What follows belongs to an exercise in optimizing a design on an open flow for small area, a short achievable clock period and few clock cycles; a production flow would make more cautious choices.
Function was not checked in any run shown here: the RTL went through the layout flow alone.
Power figures rest on the tool's default switching activity, not on a simulated workload.

==> flow/design.v (outline; a module is shown in full before it is edited, if it fits) <==
// module mult: 2145 lines
// module mult_fa: 4 lines
// module mult_fa1: 4 lines
// module mult_ha: 4 lines
module mult #(parameter XLEN = 32, parameter NUM_STAGE = 4)
(
    input clock, reset,
    input start,
    input [1:0] sign,
    input [XLEN-1:0] mcand, mplier,
    output [(2*XLEN)-1:0] product,
    output logic done
);
  // ...
==> flow/flow/run.sh <==
#!/bin/bash
set -euo pipefail
bash standard.sh SETUP_SLACK_MARGIN=6.75 "BUFFER_PORTS_ARGS=-buffer_cell sky130_fd_sc_hd__buf_1" finish > flow_make.log 2>&1
==> flow/standard.sh <==
#!/bin/bash
# synth_recipe.tcl (not shown) runs the flow's synth.tcl, then flattens the netlist and writes it again
# the make line also repeats each setting of config.mk as NAME=value (left out here)
make -C /OpenROAD-flow-scripts/flow DESIGN_CONFIG=/design/flow/config.mk WORK_HOME=/design/flow/orfs CLKGATE_MAP_FILE= SYNTH_SCRIPT=/design/flow/synth_recipe.tcl "${@:-finish}"
==> flow/config.mk <==
export PLATFORM = sky130hd
export DESIGN_NAME = mult
export DESIGN_NICKNAME = mult
export VERILOG_FILES = /design/flow/design.v
export SDC_FILE = /design/flow/constraint.sdc
export NUM_CORES = 4
export LEC_CHECK = 0
export ABC_AREA = 1
export CAP_MARGIN = 20
export CORE_MARGIN = 2
export CORE_UTILIZATION = 40
export CTS_CLUSTER_DIAMETER = 100
export CTS_CLUSTER_SIZE = 20
export PLACE_DENSITY = 0.6
export SLEW_MARGIN = 20
export SYNTH_HIERARCHICAL = 1
==> flow/constraint.sdc <==
create_clock -name core_clock -period 10.0 [get_ports {clock}]
set_input_delay 2.0000 -clock core_clock [delete_from_list [all_inputs] [get_ports {clock}]]
set_output_delay 2.0000 -clock core_clock [all_outputs]
set_load 0.01 [all_outputs]
==> flow_metrics.tcl, run 1 <==
set metrics [dict create \
    outcome "no timing/DRC/antenna violations" \
    postCtsSetupBuffers 25 \
    insertion_delay_ns 0.60 \
    power_w 0.0149 \
    clk_path_buf_depth 3 \
    seq_area_um2 7190 \
    num-nonclk-inverters 155 \
    p_int_w 0.00790 \
    ys_warn_count 7 \
    hp-class "reg2reg" \
    clock-sinks 353 \
    post-route-util 0.452 \
    grt_start_max_net_pins 36 \
    fmax_mhz 287 \
    clock_power_w 0.00104 \
    syn_avg_cell_area_um2 10.6 \
    finalSetupViolCount 0 \
    largest_class "multi-input combinational cells" \
    p_comb_w 0.0112 \
    yosys.area.top_type "fa_1" \
    grt-ovfl-total 0 \
    final_hold_viol_count 0 \
    top_regs "t4: 203 flops, p: 64 flops, nar: 33 flops" \
    portBuffers 133 \
    tritoncts "yes" \
    via_per_inst 6.03 \
    clock_buffers 28 \
    tightest_slew_ns 0.708 \
    drive_gt1_frac 0.117 \
]
==> run 2: changes to the inputs <==
--- a/flow/design.v
+++ b/flow/design.v
@@ -1789,100 +1789,146 @@
   wire kG44 = kG25 | (kP25 & kG24);
   wire kP44 = kP25 & kP24;
   wire kG45 = kG27 | (kP27 & kG26);
   wire kP45 = kP27 & kP26;
   wire kG46 = kG29 | (kP29 & kG28);
   wire kP46 = kP29 & kP28;
   wire kG47 = kG31 | (kP31 & kG30);
   wire kP47 = kP31 & kP30;
-  wire kG48 = kG33 | (kP33 & kG32);
-  wire kG49 = kG35 | (kP35 & kG34);
-  wire kP49 = kP35 & kP34;
-  wire kG50 = kG37 | (kP37 & kG36);
-  wire kP50 = kP37 & kP36;
-  wire kG51 = kG39 | (kP39 & kG38);
-  wire kP51 = kP39 & kP38;
-  wire kG52 = kG41 | (kP41 & kG40);
-  wire kP52 = kP41 & kP40;
-  wire kG53 = kG43 | (kP43 & kG42);
-  wire kP53 = kP43 & kP42;
-  wire kG54 = kG45 | (kP45 & kG44);
-  wire kP54 = kP45 & kP44;
-  wire kG55 = kG47 | (kP47 & kG46);
-  wire kP55 = kP47 & kP46;
-  wire kG56 = kG49 | (kP49 & kG48);
-  wire kG57 = kG51 | (kP51 & kG50);
-  wire kP57 = kP51 & kP50;
-  wire kG58 = kG53 | (kP53 & kG52);
-  wire kP58 = kP53 & kP52;
-  wire kG59 = kG55 | (kP55 & kG54);
-  wire kP59 = kP55 & kP54;
-  wire kG60 = kG57 | (kP57 & kG56);
-  wire kG61 = kG59 | (kP59 & kG58);
-  wire kP61 = kP59 & kP58;
-  wire kG62 = kG61 | (kP61 & kG60);
-  wire kG63 = kG58 | (kP58 & kG60);
-  wire kG64 = kG50 | (kP50 & kG56);
-  wire kG65 = kG52 | (kP52 & kG60);
-  wire kG66 = kG54 | (kP54 & kG63);
-  wire kG67 = kG34 | (kP34 & kG48);
-  wire kG68 = kG36 | (kP36 & kG56);
-  wire kG69 = kG38 | (kP38 & kG64);
-  wire kG70 = kG40 | (kP40 & kG60);
-  wire kG71 = kG42 | (kP42 & kG65);
-  wire kG72 = kG44 | (kP44 & kG63);
-  wire kG73 = kG46 | (kP46 & kG66);
-  wire kG74 = kG2 | (kP2 & kG32);
-  wire kG75 = kG4 | (kP4 & kG48);
-  wire kG76 = kG6 | (kP6 & kG67);
-  wire kG77 = kG8 | (kP8 & kG56);
-  wire kG78 = kG10 | (kP10 & kG68);
-  wire kG79 = kG12 | (kP12 & kG64);
-  wire kG80 = kG14 | (kP14 & kG69);
-  wire kG81 = kG16 | (kP16 & kG60);
-  wire kG82 = kG18 | (kP18 & kG70);
-  wire kG83 = kG20 | (kP20 & kG65);
-  wire kG84 = kG22 | (kP22 & kG71);
-  wire kG85 = kG24 | (kP24 & kG63);
-  wire kG86 = kG26 | (kP26 & kG72);
-  wire kG87 = kG28 | (kP28 & kG66);
-  wire kG88 = kG30 | (kP30 & kG73);
-  wire kG89 = kg0[2] | (kp0[2] & kG0);
-  wire kG90 = kg0[4] | (kp0[4] & kG32);
-  wire kG91 = kg0[6] | (kp0[6] & kG74);
-  wire kG92 = kg0[8] | (kp0[8] & kG48);
-  wire kG93 = kg0[10] | (kp0[10] & kG75);
-  wire kG94 = kg0[12] | (kp0[12] & kG67);
-  wire kG95 = kg0[14] | (kp0[14] & kG76);
-  wire kG96 = kg0[16] | (kp0[16] & kG56);
-  wire kG97 = kg0[18] | (kp0[18] & kG77);
-  wire kG98 = kg0[20] | (kp0[20] & kG68);
-  wire kG99 = kg0[22] | (kp0[22] & kG78);
-  wire kG100 = kg0[24] | (kp0[24] & kG64);
-  wire kG101 = kg0[26] | (kp0[26] & kG79);
-  wire kG102 = kg0[28] | (kp0[28] & kG69);
-  wire kG103 = kg0[30] | (kp0[30] & kG80);
-  wire kG104 = kg0[32] | (kp0[32] & kG60);
-  wire kG105 = kg0[34] | (kp0[34] & kG81);
-  wire kG106 = kg0[36] | (kp0[36] & kG70);
-  wire kG107 = kg0[38] | (kp0[38] & kG82);
-  wire kG108 = kg0[40] | (kp0[40] & kG65);
-  wire kG109 = kg0[42] | (kp0[42] & kG83);
-  wire kG110 = kg0[44] | (kp0[44] & kG71);
-  wire kG111 = kg0[46] | (kp0[46] & kG84);
-  wire kG112 = kg0[48] | (kp0[48] & kG63);
-  wire kG113 = kg0[50] | (kp0[50] & kG85);
-  wire kG114 = kg0[52] | (kp0[52] & kG72);
-  wire kG115 = kg0[54] | (kp0[54] & kG86);
-  wire kG116 = kg0[56] | (kp0[56] & kG66);
-  wire kG117 = kg0[58] | (kp0[58] & kG87);
-  wire kG118 = kg0[60] | (kp0[60] & kG73);
-  wire kG119 = kg0[62] | (kp0[62] & kG88);
-  assign sum = {kp0[63] ^ kG119, kp0[62] ^ kG88, kp0[61] ^ kG118, kp0[60] ^ kG73, kp0[59] ^ kG117, kp0[58] ^ kG87, kp0[57] ^ kG116, kp0[56] ^ kG66, kp0[55] ^ kG115, kp0[54] ^ kG86, kp0[53] ^ kG114, kp0[52] ^ kG72, kp0[51] ^ kG113, kp0[50] ^ kG85, kp0[49] ^ kG112, kp0[48] ^ kG63, kp0[47] ^ kG111, kp0[46] ^ kG84, kp0[45] ^ kG110, kp0[44] ^ kG71, kp0[43] ^ kG109, kp0[42] ^ kG83, kp0[41] ^ kG108, kp0[40] ^ kG65, kp0[39] ^ kG107, kp0[38] ^ kG82, kp0[37] ^ kG106, kp0[36] ^ kG70, kp0[35] ^ kG105, kp0[34] ^ kG81, kp0[33] ^ kG104, kp0[32] ^ kG60, kp0[31] ^ kG103, kp0[30] ^ kG80, kp0[29] ^ kG102, kp0[28] ^ kG69, kp0[27] ^ kG101, kp0[26] ^ kG79, kp0[25] ^ kG100, kp0[24] ^ kG64, kp0[23] ^ kG99, kp0[22] ^ kG78, kp0[21] ^ kG98, kp0[20] ^ kG68, kp0[19] ^ kG97, kp0[18] ^ kG77, kp0[17] ^ kG96, kp0[16] ^ kG56, kp0[15] ^ kG95, kp0[14] ^ kG76, kp0[13] ^ kG94, kp0[12] ^ kG67, kp0[11] ^ kG93, kp0[10] ^ kG75, kp0[9] ^ kG92, kp0[8] ^ kG48, kp0[7] ^ kG91, kp0[6] ^ kG74, kp0[5] ^ kG90, kp0[4] ^ kG32, kp0[3] ^ kG89, kp0[2] ^ kG0, kp0[1] ^ kg0[0], kp0[0]};
+  wire kG48 = kG2 | (kP2 & kG32);
+  wire kG49 = kG33 | (kP33 & kG32);
+  wire kG50 = kG6 | (kP6 & kG34);
+  wire kP50 = kP6 & kP34;
+  wire kG51 = kG35 | (kP35 & kG34);
+  wire kP51 = kP35 & kP34;
+  wire kG52 = kG10 | (kP10 & kG36);
+  wire kP52 = kP10 & kP36;
+  wire kG53 = kG37 | (kP37 & kG36);
+  wire kP53 = kP37 & kP36;
+  wire kG54 = kG14 | (kP14 & kG38);
+  wire kP54 = kP14 & kP38;
+  wire kG55 = kG39 | (kP39 & kG38);
+  wire kP55 = kP39 & kP38;
+  wire kG56 = kG18 | (kP18 & kG40);
+  wire kP56 = kP18 & kP40;
+  wire kG57 = kG41 | (kP41 & kG40);
+  wire kP57 = kP41 & kP40;
+  wire kG58 = kG22 | (kP22 & kG42);
+  wire kP58 = kP22 & kP42;
+  wire kG59 = kG43 | (kP43 & kG42);
+  wire kP59 = kP43 & kP42;
+  wire kG60 = kG26 | (kP26 & kG44);
+  wire kP60 = kP26 & kP44;
+  wire kG61 = kG45 | (kP45 & kG44);
+  wire kP61 = kP45 & kP44;
+  wire kG62 = kG30 | (kP30 & kG46);
+  wire kP62 = kP30 & kP46;
+  wire kG63 = kG47 | (kP47 & kG46);
+  wire kP63 = kP47 & kP46;
+  wire kG64 = kG4 | (kP4 & kG49);
+  wire kG65 = kG34 | (kP34 & kG49);
+  wire kG66 = kG50 | (kP50 & kG49);
+  wire kG67 = kG51 | (kP51 & kG49);
+  wire kG68 = kG12 | (kP12 & kG53);
+  wire kP68 = kP12 & kP53;
+  wire kG69 = kG38 | (kP38 & kG53);
+  wire kP69 = kP38 & kP53;
+  wire kG70 = kG54 | (kP54 & kG53);
+  wire kP70 = kP54 & kP53;
+  wire kG71 = kG55 | (kP55 & kG53);
+  wire kP71 = kP55 & kP53;
+  wire kG72 = kG20 | (kP20 & kG57);
+  wire kP72 = kP20 & kP57;
+  wire kG73 = kG42 | (kP42 & kG57);
+  wire kP73 = kP42 & kP57;
+  wire kG74 = kG58 | (kP58 & kG57);
+  wire kP74 = kP58 & kP57;
+  wire kG75 = kG59 | (kP59 & kG57);
+  wire kP75 = kP59 & kP57;
+  wire kG76 = kG28 | (kP28 & kG61);
+  wire kP76 = kP28 & kP61;
+  wire kG77 = kG46 | (kP46 & kG61);
+  wire kP77 = kP46 & kP61;
+  wire kG78 = kG62 | (kP62 & kG61);
+  wire kP78 = kP62 & kP61;
+  wire kG79 = kG63 | (kP63 & kG61);
+  wire kP79 = kP63 & kP61;
+  wire kG80 = kG8 | (kP8 & kG67);
+  wire kG81 = kG36 | (kP36 & kG67);
+  wire kG82 = kG52 | (kP52 & kG67);
+  wire kG83 = kG53 | (kP53 & kG67);
+  wire kG84 = kG68 | (kP68 & kG67);
+  wire kG85 = kG69 | (kP69 & kG67);
+  wire kG86 = kG70 | (kP70 & kG67);
+  wire kG87 = kG71 | (kP71 & kG67);
+  wire kG88 = kG24 | (kP24 & kG75);
+  wire kP88 = kP24 & kP75;
+  wire kG89 = kG44 | (kP44 & kG75);
+  wire kP89 = kP44 & kP75;
+  wire kG90 = kG60 | (kP60 & kG75);
+  wire kP90 = kP60 & kP75;
+  wire kG91 = kG61 | (kP61 & kG75);
+  wire kP91 = kP61 & kP75;
+  wire kG92 = kG76 | (kP76 & kG75);
+  wire kP92 = kP76 & kP75;
+  wire kG93 = kG77 | (kP77 & kG75);
+  wire kP93 = kP77 & kP75;
+  wire kG94 = kG78 | (kP78 & kG75);
+  wire kP94 = kP78 & kP75;
+  wire kG95 = kG79 | (kP79 & kG75);
+  wire kP95 = kP79 & kP75;
+  wire kG96 = kG16 | (kP16 & kG87);
+  wire kG97 = kG40 | (kP40 & kG87);
+  wire kG98 = kG56 | (kP56 & kG87);
+  wire kG99 = kG57 | (kP57 & kG87);
+  wire kG100 = kG72 | (kP72 & kG87);
+  wire kG101 = kG73 | (kP73 & kG87);
+  wire kG102 = kG74 | (kP74 & kG87);
+  wire kG103 = kG75 | (kP75 & kG87);
+  wire kG104 = kG88 | (kP88 & kG87);
+  wire kG105 = kG89 | (kP89 & kG87);
+  wire kG106 = kG90 | (kP90 & kG87);
+  wire kG107 = kG91 | (kP91 & kG87);
+  wire kG108 = kG92 | (kP92 & kG87);
+  wire kG109 = kG93 | (kP93 & kG87);
+  wire kG110 = kG94 | (kP94 & kG87);
+  wire kG111 = kG95 | (kP95 & kG87);
+  wire kG112 = kg0[2] | (kp0[2] & kG0);
+  wire kG113 = kg0[4] | (kp0[4] & kG32);
+  wire kG114 = kg0[6] | (kp0[6] & kG48);
+  wire kG115 = kg0[8] | (kp0[8] & kG49);
+  wire kG116 = kg0[10] | (kp0[10] & kG64);
+  wire kG117 = kg0[12] | (kp0[12] & kG65);
+  wire kG118 = kg0[14] | (kp0[14] & kG66);
+  wire kG119 = kg0[16] | (kp0[16] & kG67);
+  wire kG120 = kg0[18] | (kp0[18] & kG80);
+  wire kG121 = kg0[20] | (kp0[20] & kG81);
+  wire kG122 = kg0[22] | (kp0[22] & kG82);
+  wire kG123 = kg0[24] | (kp0[24] & kG83);
+  wire kG124 = kg0[26] | (kp0[26] & kG84);
+  wire kG125 = kg0[28] | (kp0[28] & kG85);
+  wire kG126 = kg0[30] | (kp0[30] & kG86);
+  wire kG127 = kg0[32] | (kp0[32] & kG87);
+  wire kG128 = kg0[34] | (kp0[34] & kG96);
+  wire kG129 = kg0[36] | (kp0[36] & kG97);
+  wire kG130 = kg0[38] | (kp0[38] & kG98);
+  wire kG131 = kg0[40] | (kp0[40] & kG99);
+  wire kG132 = kg0[42] | (kp0[42] & kG100);
+  wire kG133 = kg0[44] | (kp0[44] & kG101);
+  wire kG134 = kg0[46] | (kp0[46] & kG102);
+  wire kG135 = kg0[48] | (kp0[48] & kG103);
+  wire kG136 = kg0[50] | (kp0[50] & kG104);
+  wire kG137 = kg0[52] | (kp0[52] & kG105);
+  wire kG138 = kg0[54] | (kp0[54] & kG106);
+  wire kG139 = kg0[56] | (kp0[56] & kG107);
+  wire kG140 = kg0[58] | (kp0[58] & kG108);
+  wire kG141 = kg0[60] | (kp0[60] & kG109);
+  wire kG142 = kg0[62] | (kp0[62] & kG110);
+  assign sum = {kp0[63] ^ kG142, kp0[62] ^ kG110, kp0[61] ^ kG141, kp0[60] ^ kG109, kp0[59] ^ kG140, kp0[58] ^ kG108, kp0[57] ^ kG139, kp0[56] ^ kG107, kp0[55] ^ kG138, kp0[54] ^ kG106, kp0[53] ^ kG137, kp0[52] ^ kG105, kp0[51] ^ kG136, kp0[50] ^ kG104, kp0[49] ^ kG135, kp0[48] ^ kG103, kp0[47] ^ kG134, kp0[46] ^ kG102, kp0[45] ^ kG133, kp0[44] ^ kG101, kp0[43] ^ kG132, kp0[42] ^ kG100, kp0[41] ^ kG131, kp0[40] ^ kG99, kp0[39] ^ kG130, kp0[38] ^ kG98, kp0[37] ^ kG129, kp0[36] ^ kG97, kp0[35] ^ kG128, kp0[34] ^ kG96, kp0[33] ^ kG127, kp0[32] ^ kG87, kp0[31] ^ kG126, kp0[30] ^ kG86, kp0[29] ^ kG125, kp0[28] ^ kG85, kp0[27] ^ kG124, kp0[26] ^ kG84, kp0[25] ^ kG123, kp0[24] ^ kG83, kp0[23] ^ kG122, kp0[22] ^ kG82, kp0[21] ^ kG121, kp0[20] ^ kG81, kp0[19] ^ kG120, kp0[18] ^ kG80, kp0[17] ^ kG119, kp0[16] ^ kG67, kp0[15] ^ kG118, kp0[14] ^ kG66, kp0[13] ^ kG117, kp0[12] ^ kG65, kp0[11] ^ kG116, kp0[10] ^ kG64, kp0[9] ^ kG115, kp0[8] ^ kG49, kp0[7] ^ kG114, kp0[6] ^ kG48, kp0[5] ^ kG113, kp0[4] ^ kG32, kp0[3] ^ kG112, kp0[2] ^ kG0, kp0[1] ^ kg0[0], kp0[0]};
     always_ff @(posedge clock) begin
         nar <= ~a;
         none[0] <= ~one0_d;
         ntwo[0] <= ~two0_d;
         neg[0] <= neg0_d;
         none[1] <= ~one1_d;
         ntwo[1] <= ~two1_d;
         neg[1] <= neg1_d;
==> run 2 against run 1 <==
  * Routed wire length is 4.0% lower
  * Combinational power about the same
  * Via count down 1.8%
  * Register-to-register slack improved by 0.12 ns
  * Synthesized cell count increased by 3.0%
  * Global-route usage down 0.95 points
  * Die area increased by 0.86%
  * First-iteration DRC count fell by 8.4%
  * Utilization shrank 0.77 points
  * Hold slack improved by 0.0063 ns
  * Critical path type unchanged
==> flow_metrics.tcl, run 2 <==
set metrics [dict create \
    outcome "no timing/DRC/antenna violations" \
    yosys.cell_types.count 30 \
    drt_iter0_drc 2216 \
    clock-sinks 353 \
    drive_gt1_frac 0.103 \
    grt-ovfl-total 0 \
    die_w_um 281 \
    r2r_start "t4[136]" \
    wl_per_cell_um 25.0 \
    async_reset_ff_frac 0 \
    top_regs "t4: 203 flops, p: 64 flops, nar: 33 flops" \
    final_common_cell "xor2_1" \
    power.density_nw_per_um2 436 \
    fin_ws_ns 6.64 \
    finalSetupViolCount 0 \
    ctsRootBufferMaster "clkbuf_16" \
    gp_congestion 0.867 \
    initial_utilization 0.404 \
    yosysMostFrequentCell "xor2_1" \
    core_um2 75800 \
    hp-class "reg2reg" \
    finalCriticalPeriod_ns 3.36 \
    cp_common_cell "nor2_2" \
    tightest_slew_ns 0.706 \
    grt_start_max_net_pins 36 \
    dp_hpwl_mm 59.5 \
    drv_cap 0 \
    ff2ff_path_depth 14 \
    num_io_pins 134 \
    min_from "vld[0]" \
    dieArea_um2 78700 \
    rsz0062_at_grt "yes" \
    syn_avg_cell_area_um2 10.4 \
    ant_nets 0 \
    crit_type "reg2reg" \
    cpMaxStageDelayCell "fa_1" \
    crit_chain "fa_1 -> fa_1 -> ha_4 -> nand2_1 -> nor2_2 -> inv_1 -> nor2_4 -> nand2_1 -> nor2_2 -> nand2_2 -> nor2_2 -> a21oi_4 -> fa_2 -> inv_1" \
    final_hold_viol_count 0 \
    dpl_cell_area_um2 31600 \
    clk_path_buf_depth 3 \
    r2r-end "p[56]" \
    nNetsFinal 3562 \
    holdPathEnd "vld[1]" \
    yosys.area.top_type "fa_1" \
    ys_warn_count 7 \
    drc 0 \
    layout_common_cells "586 x xor2_1, 511 x o22ai_1, 475 x fa_1, 311 x dfxtp_1, 166 x inv_1" \
    rows 101 \
    dp_slack_ns 6.37 \
    wl_mm 96.7 \
    synth_edf_count 0 \
    synth.top_cell.area_share 0.326 \
    grt_usage 0.238 \
    finalCritPeriodShare 0.336 \
    antenna_found_initial 2 \
    regToRegSetupSlack_ns 6.64 \
    path_max_fanout 3 \
    insertion_delay_ns 0.59 \
    leakage_nw 14.0 \
    synth_common_cells "586 x xor2_1, 512 x o22ai_1, 498 x fa_1, 353 x dfxtp_1, 278 x clkbuf_1" \
    critPathMaxStageDelay_ns 0.56 \
    final.setup.tns_ns 0 \
    grt_pass1_vias 23400 \
    vdd_drop_max_uv 498 \
    skew_ns 0.0128 \
    via_per_inst 5.82 \
    dr.pass1.iters 5 \
    htreeDepth 1 \
    worstSetupStartpointType "register" \
    fmax_mhz 297 \
    postSynthNetCount 3636 \
    area.growth.synth_to_final_pct 10.2 \
    synthCells 2953 \
    synthTopCellsByArea "fa_1 33%, dfxtp_1 23%, xor2_1 17%" \
    grt_pass1_wl_mm 144 \
    critPathCaptureType "register" \
    top_register "t4" \
    vias 22500 \
    cts_made_buffers 22 \
    hold_path_depth 2 \
    die_h_um 281 \
    synth.yosys.seq_area_share 0.231 \
    maxSlewHeadroom 0.529 \
    tritoncts "yes" \
    fin_hold_ws_ns 0.411 \
    synthesis.area_um2 30600 \
    synth_flop_cell "dfxtp_1" \
    portBuffers 133 \
    final_area_um2 33700 \
    slew_violations 0 \
    largest_register_ffs 203 \
    synth-seq-cells 353 \
    required_ns 10.49 \
    cp.arrival_ns 3.85 \
    clk_pin_slew_ns 0.08 \
]
run 2: cell type report:
cell class	instances	area (um2)
antenna	2	5.00
clock buffer	24	558
clock inverter	6	138
fill	7132	42100
inverter	169	634
multi-input combinational	2101	22200
sequential	353	7170
tap	978	1220
timing repair buffer	232	1760
run 2: repair_timing:
action | CTS | global route
hold buffers | 0 | 0
cloned | 1 | 0
setup buffers | 4 | 27
endpoints found under the setup margin | 117 | 90
resized for setup | 89 | 162
endpoints found under the hold margin | 0 | 0
pin swaps | 14 | 39
run 2: logic make-up after synthesis:
family	synth area share
fa+ha+maj	0.373
simple gates	0.0369
compound gates	0.117
xor+xnor	0.178
buf+inv	0.0637
flops	0.231
run 2: worst max-delay path: cells and delay by family, from the launching register on:
kind	cells	cell delay (ns)
AOI/OAI and AO/OA	1	0.07
adders and majority gates	4	1.84
buffers and inverters	2	0.14
DFF	1	0.33
and+or+nand+nor	7	0.88
run 2: worst max path at each step:
| stage | start | end | cells after the start |
|---|---|---|---|
| 2_1_floorplan | none[6] | t4[123] | 8 |
| 3_3_place_gp | ntwo[7] | t4[111] | 7 |
| 3_5_place_dp | ntwo[9] | t4[119] | 7 |
| 4_1_cts | t4[54] | p[39] | 16 |
| 5_1_grt | t4[136] | p[56] | 14 |
| 6_report | t4[136] | p[56] | 14 |
run 2: power by group:
| part | internal (W) | switching (W) |
|---|---|---|
| clock | 0.000483 | 0.000512 |
| sequential | 0.00223 | 0.000337 |
| combinational | 0.00481 | 0.00633 |
| total | 0.00753 | 0.00718 |
run 2: metal layers:
| metal | vias up | routed length (um) | GRT usage |
|---|---|---|---|
| li1 | 9513 | - | - |
| met1 | 11400 | 38200 | 0.314 |
| met2 | 1358 | 43800 | 0.375 |
| met3 | 234 | 11200 | 0.0644 |
| met4 | 0 | 3520 | 0.0880 |
| met5 | - | 0 | 0 |
run 2: Yosys stat by module, one instance, submodules excluded:
| module | cells | times used | flops+latches |
|---|---|---|---|
| mult_ha | 1 | 39 | 0 |
| mult_fa | 1 | 472 | 0 |
| mult | 2362 | 1 | 353 |
| mult_fa1 | 5 | 16 | 0 |
run 2: through the flow:
step                std cells  total power (W)  utilization
floorplan                2953          0.00899            -
global placement         3801           0.0118        0.416
detailed placement       3801           0.0120        0.416
CTS                      3836           0.0137        0.431
global route             3865           0.0163        0.445
finish                   3865           0.0147        0.445

==> afterwards: timing with drivers on the ports <==
No port has a modelled driver above. Below, the same layouts with a new extraction and two added sets of constraints. Step 1, drivers: a clkbuf_16 drives clock and a buf_2 each remaining input, both assumed. Step 2 moves the port delays by t, midway between the first and last clock arrival at a register: inputs arrive t later, outputs are due t later. That takes back most of the time a late clock gives input paths. a / b / c = ideal ports / drivers / drivers and shift; a / b = the first two.
run | t (ns) | setup WS [ns] | worst setup path at the end | worst slew at a driven data input, ns | cell pins on the clock port's net
run 1 | 0.639 | 6.518 / 6.518 / 6.518 | register to register | 0.08 | 1
run 2 | 0.643 | 6.637 / 6.637 / 6.637 | register to register | 0.08 | 1
After both steps setup and hold are still met in every run listed.
